What follows belongs to an exercise in optimizing a design on an open flow for small area; a production flow would make more cautious choices.
The RTL was checked by simulation tests, not by an equivalence proof against the original design.
Power figures rest on the tool's default switching activity, not on a simulated workload.

==> module Register_File_Unit, before the edit <==
module Register_File_Unit(
    input clock,
    input reset_n,
    input [4:0] rs, rt, rd,
    input int_we,
    input fp_we,
    input [31:0] wdata,
    output [31:0] rs_val,
    output [31:0] rt_val,
    output [31:0] fs_val,
    output [31:0] ft_val
);
    wire [31:0] sel_s, sel_t, sel_d;
    RF_Dec5 dec_s (.a(rs), .y(sel_s));
    RF_Dec5 dec_t (.a(rt), .y(sel_t));
    RF_Dec5 dec_d (.a(rd), .y(sel_d));
    wire [31:0] wd = wdata;
    reg [31:0] ir [1:31];
    reg [31:0] fr [0:31];
    wire [1023:0] ir_flat, fr_flat;
    assign ir_flat[31:0] = 32'd0;
    genvar g, b;
    generate
        for (g = 1; g < 32; g = g + 1) begin : gi
            wire en, enn;
            wire [31:0] nxt;
            RF_En we_i (.we(int_we), .sel(sel_d[g]), .en(en), .enn(enn));
            for (b = 0; b < 32; b = b + 1) begin : gb
                RF_WMux m (.q(ir[g][b]), .d(wd[b]), .en(en), .enn(enn), .y(nxt[b]));
            end
            always @(posedge clock or negedge reset_n)
                if (!reset_n) ir[g] <= (g == 29) ? 32'h80000000 : (g == 28) ? 32'h10008000 : 32'd0;
                else ir[g] <= nxt;
            assign ir_flat[32*g +: 32] = ir[g];
        end
        for (g = 0; g < 32; g = g + 1) begin : gf
            wire en, enn;
            wire [31:0] nxt;
            RF_En we_f (.we(fp_we), .sel(sel_d[g]), .en(en), .enn(enn));
            for (b = 0; b < 32; b = b + 1) begin : gb
                RF_WMux m (.q(fr[g][b]), .d(wd[b]), .en(en), .enn(enn), .y(nxt[b]));
            end
            always @(posedge clock or negedge reset_n)
                if (!reset_n) fr[g] <= 32'd0;
                else fr[g] <= nxt;
            assign fr_flat[32*g +: 32] = fr[g];
        end
        for (b = 0; b < 32; b = b + 1) begin : rdb
            wire [31:0] ci, cf;
            for (g = 0; g < 32; g = g + 1) begin : col
                assign ci[g] = ir_flat[32*g + b];
                assign cf[g] = fr_flat[32*g + b];
            end
            RF_Rd31 rp_s (.sel(sel_s), .d(ci), .y(rs_val[b]));
            RF_Rd31 rp_t (.sel(sel_t), .d(ci), .y(rt_val[b]));
            RF_Rd32 rp_fs (.sel(sel_s), .d(cf), .y(fs_val[b]));
            RF_Rd32 rp_ft (.sel(sel_t), .d(cf), .y(ft_val[b]));
        end
    endgenerate
endmodule
==> module RF_En, before the edit <==
module RF_En(input we, input sel, output en, output enn);
    assign en = we & sel;
    assign enn = ~en;
endmodule
clock: 25.0 ns
lec_check: 0
cap_margin: 20
core_margin: 2
core_utilization: 40
cts_buf_list: sky130_fd_sc_hd__clkbuf_8
cts_cluster_diameter: 60
cts_cluster_size: 16
slew_margin: 20
synth_hierarchical: 1
run.sh (not shown) runs the stock make flow with config.mk's settings and CLKGATE_MAP_FILE= SYNTH_SCRIPT=/design/flow/synth_recipe.tcl, a recipe that flattens the netlist after the stock synthesis.
Then changed:
--- a/flow/design.v
+++ b/flow/design.v
@@ -113,63 +113,72 @@
     output [31:0] rs_val,
     output [31:0] rt_val,
     output [31:0] fs_val,
     output [31:0] ft_val
 );
+    wire rst = ~reset_n;
     wire [31:0] sel_s, sel_t, sel_d;
-    RF_Dec5 dec_s (.a(rs), .y(sel_s));
-    RF_Dec5 dec_t (.a(rt), .y(sel_t));
+    RF_Dec5E dec_s (.a(rs), .en(reset_n), .y(sel_s));
+    RF_Dec5E dec_t (.a(rt), .en(reset_n), .y(sel_t));
     RF_Dec5 dec_d (.a(rd), .y(sel_d));
-    wire [31:0] wd = wdata;
+    wire [31:0] rs_raw, rt_raw;
+    wire s28 = rst & (rs == 5'd28), s29 = rst & (rs == 5'd29);
+    wire t28 = rst & (rt == 5'd28), t29 = rst & (rt == 5'd29);
+    assign rs_val = rs_raw | {s29, 2'd0, s28, 12'd0, s28, 15'd0};
+    assign rt_val = rt_raw | {t29, 2'd0, t28, 12'd0, t28, 15'd0};
+    wire [31:0] wd = wdata;                 
+    wire [31:0] wd28 = wd | {3'd0, rst, 12'd0, rst, 15'd0};    
+    wire [31:0] wd29 = wd | {rst, 31'd0};                     
     reg [31:0] ir [1:31];
     reg [31:0] fr [0:31];
     wire [1023:0] ir_flat, fr_flat;
     assign ir_flat[31:0] = 32'd0;
     genvar g, b;
     generate
         for (g = 1; g < 32; g = g + 1) begin : gi
             wire en, enn;
             wire [31:0] nxt;
-            RF_En we_i (.we(int_we), .sel(sel_d[g]), .en(en), .enn(enn));
+            RF_En we_i (.rst(rst), .we(int_we), .sel(sel_d[g]), .en(en), .enn(enn));
             for (b = 0; b < 32; b = b + 1) begin : gb
-                RF_WMux m (.q(ir[g][b]), .d(wd[b]), .en(en), .enn(enn), .y(nxt[b]));
+                RF_WMux m (.q(ir[g][b]),
+                           .d((g == 29) ? wd29[b] : (g == 28) ? wd28[b] : wd[b]),
+                           .en(en), .enn(enn), .y(nxt[b]));
             end
-            always @(posedge clock or negedge reset_n)
-                if (!reset_n) ir[g] <= (g == 29) ? 32'h80000000 : (g == 28) ? 32'h10008000 : 32'd0;
-                else ir[g] <= nxt;
+            always @(posedge clock) ir[g] <= nxt;
             assign ir_flat[32*g +: 32] = ir[g];
         end
         for (g = 0; g < 32; g = g + 1) begin : gf
             wire en, enn;
             wire [31:0] nxt;
-            RF_En we_f (.we(fp_we), .sel(sel_d[g]), .en(en), .enn(enn));
+            RF_En we_f (.rst(rst), .we(fp_we), .sel(sel_d[g]), .en(en), .enn(enn));
             for (b = 0; b < 32; b = b + 1) begin : gb
                 RF_WMux m (.q(fr[g][b]), .d(wd[b]), .en(en), .enn(enn), .y(nxt[b]));
             end
-            always @(posedge clock or negedge reset_n)
-                if (!reset_n) fr[g] <= 32'd0;
-                else fr[g] <= nxt;
+            always @(posedge clock) fr[g] <= nxt;
             assign fr_flat[32*g +: 32] = fr[g];
         end
         for (b = 0; b < 32; b = b + 1) begin : rdb
             wire [31:0] ci, cf;
             for (g = 0; g < 32; g = g + 1) begin : col
                 assign ci[g] = ir_flat[32*g + b];
                 assign cf[g] = fr_flat[32*g + b];
             end
-            RF_Rd31 rp_s (.sel(sel_s), .d(ci), .y(rs_val[b]));
-            RF_Rd31 rp_t (.sel(sel_t), .d(ci), .y(rt_val[b]));
+            RF_Rd31 rp_s (.sel(sel_s), .d(ci), .y(rs_raw[b]));
+            RF_Rd31 rp_t (.sel(sel_t), .d(ci), .y(rt_raw[b]));
             RF_Rd32 rp_fs (.sel(sel_s), .d(cf), .y(fs_val[b]));
             RF_Rd32 rp_ft (.sel(sel_t), .d(cf), .y(ft_val[b]));
         end
     endgenerate
 endmodule
 module RF_Dec5(input [4:0] a, output [31:0] y);
     assign y = 32'd1 << a;
 endmodule
-module RF_En(input we, input sel, output en, output enn);
-    assign en = we & sel;
+module RF_Dec5E(input [4:0] a, input en, output [31:0] y);
+    assign y = {31'd0, en} << a;
+endmodule
+module RF_En(input rst, input we, input sel, output en, output enn);
+    assign en = rst | (we & sel);
     assign enn = ~en;
 endmodule
 module RF_WMux(input q, input d, input en, input enn, output y);
     assign y = (en & d) | (enn & q);
 endmodule
The changed run produced a clean layout.
Wire length is lower by 9.8%.
Utilization is higher by 0.29 points.
Flip-flop and latch count does not change.
Clock skew is lower by 0.062 ns.
Sequential share of layout area is lower by 5.2 points.
Clock-buffer cell count is lower by 9.
Total power is higher by about 28%.
Via count is lower by 4.3%.
Die area is lower by about 9%.
Global-route usage is lower by 0.94 points.
Cell count is lower by about 2.5%.
Combinational power is higher by 110%.
Design area is lower by 8.3%.

-- afterwards: timing with drivers on the ports --
In the flow no input, the clock included, has a driving cell. The finished layouts below were timed again as built, in two steps. Step 1 (the two cells are an assumption about what drives the block):
set clk [get_ports {clock}]
set_driving_cell -lib_cell sky130_fd_sc_hd__clkbuf_16 $clk
set_driving_cell -lib_cell sky130_fd_sc_hd__buf_2 [delete_from_list [all_inputs] $clk]
Step 2 also shifts input and output timing later by t, the mid clock arrival at the registers, as if the neighbouring blocks saw the same clock. Slacks: no drivers / after step 1 / after step 2; pairs: no drivers / after step 1.
| run | t (ns) | slack for setup (ns) | cell pins on the clock port's net |
|---|---|---|---|
| the first run | 1.193 | 1.786 / 1.762 / 1.762 | 1 |
| the second run | 1.090 | 1.812 / 1.788 / 1.788 | 1 |
After both steps setup and hold are still met in every run listed.
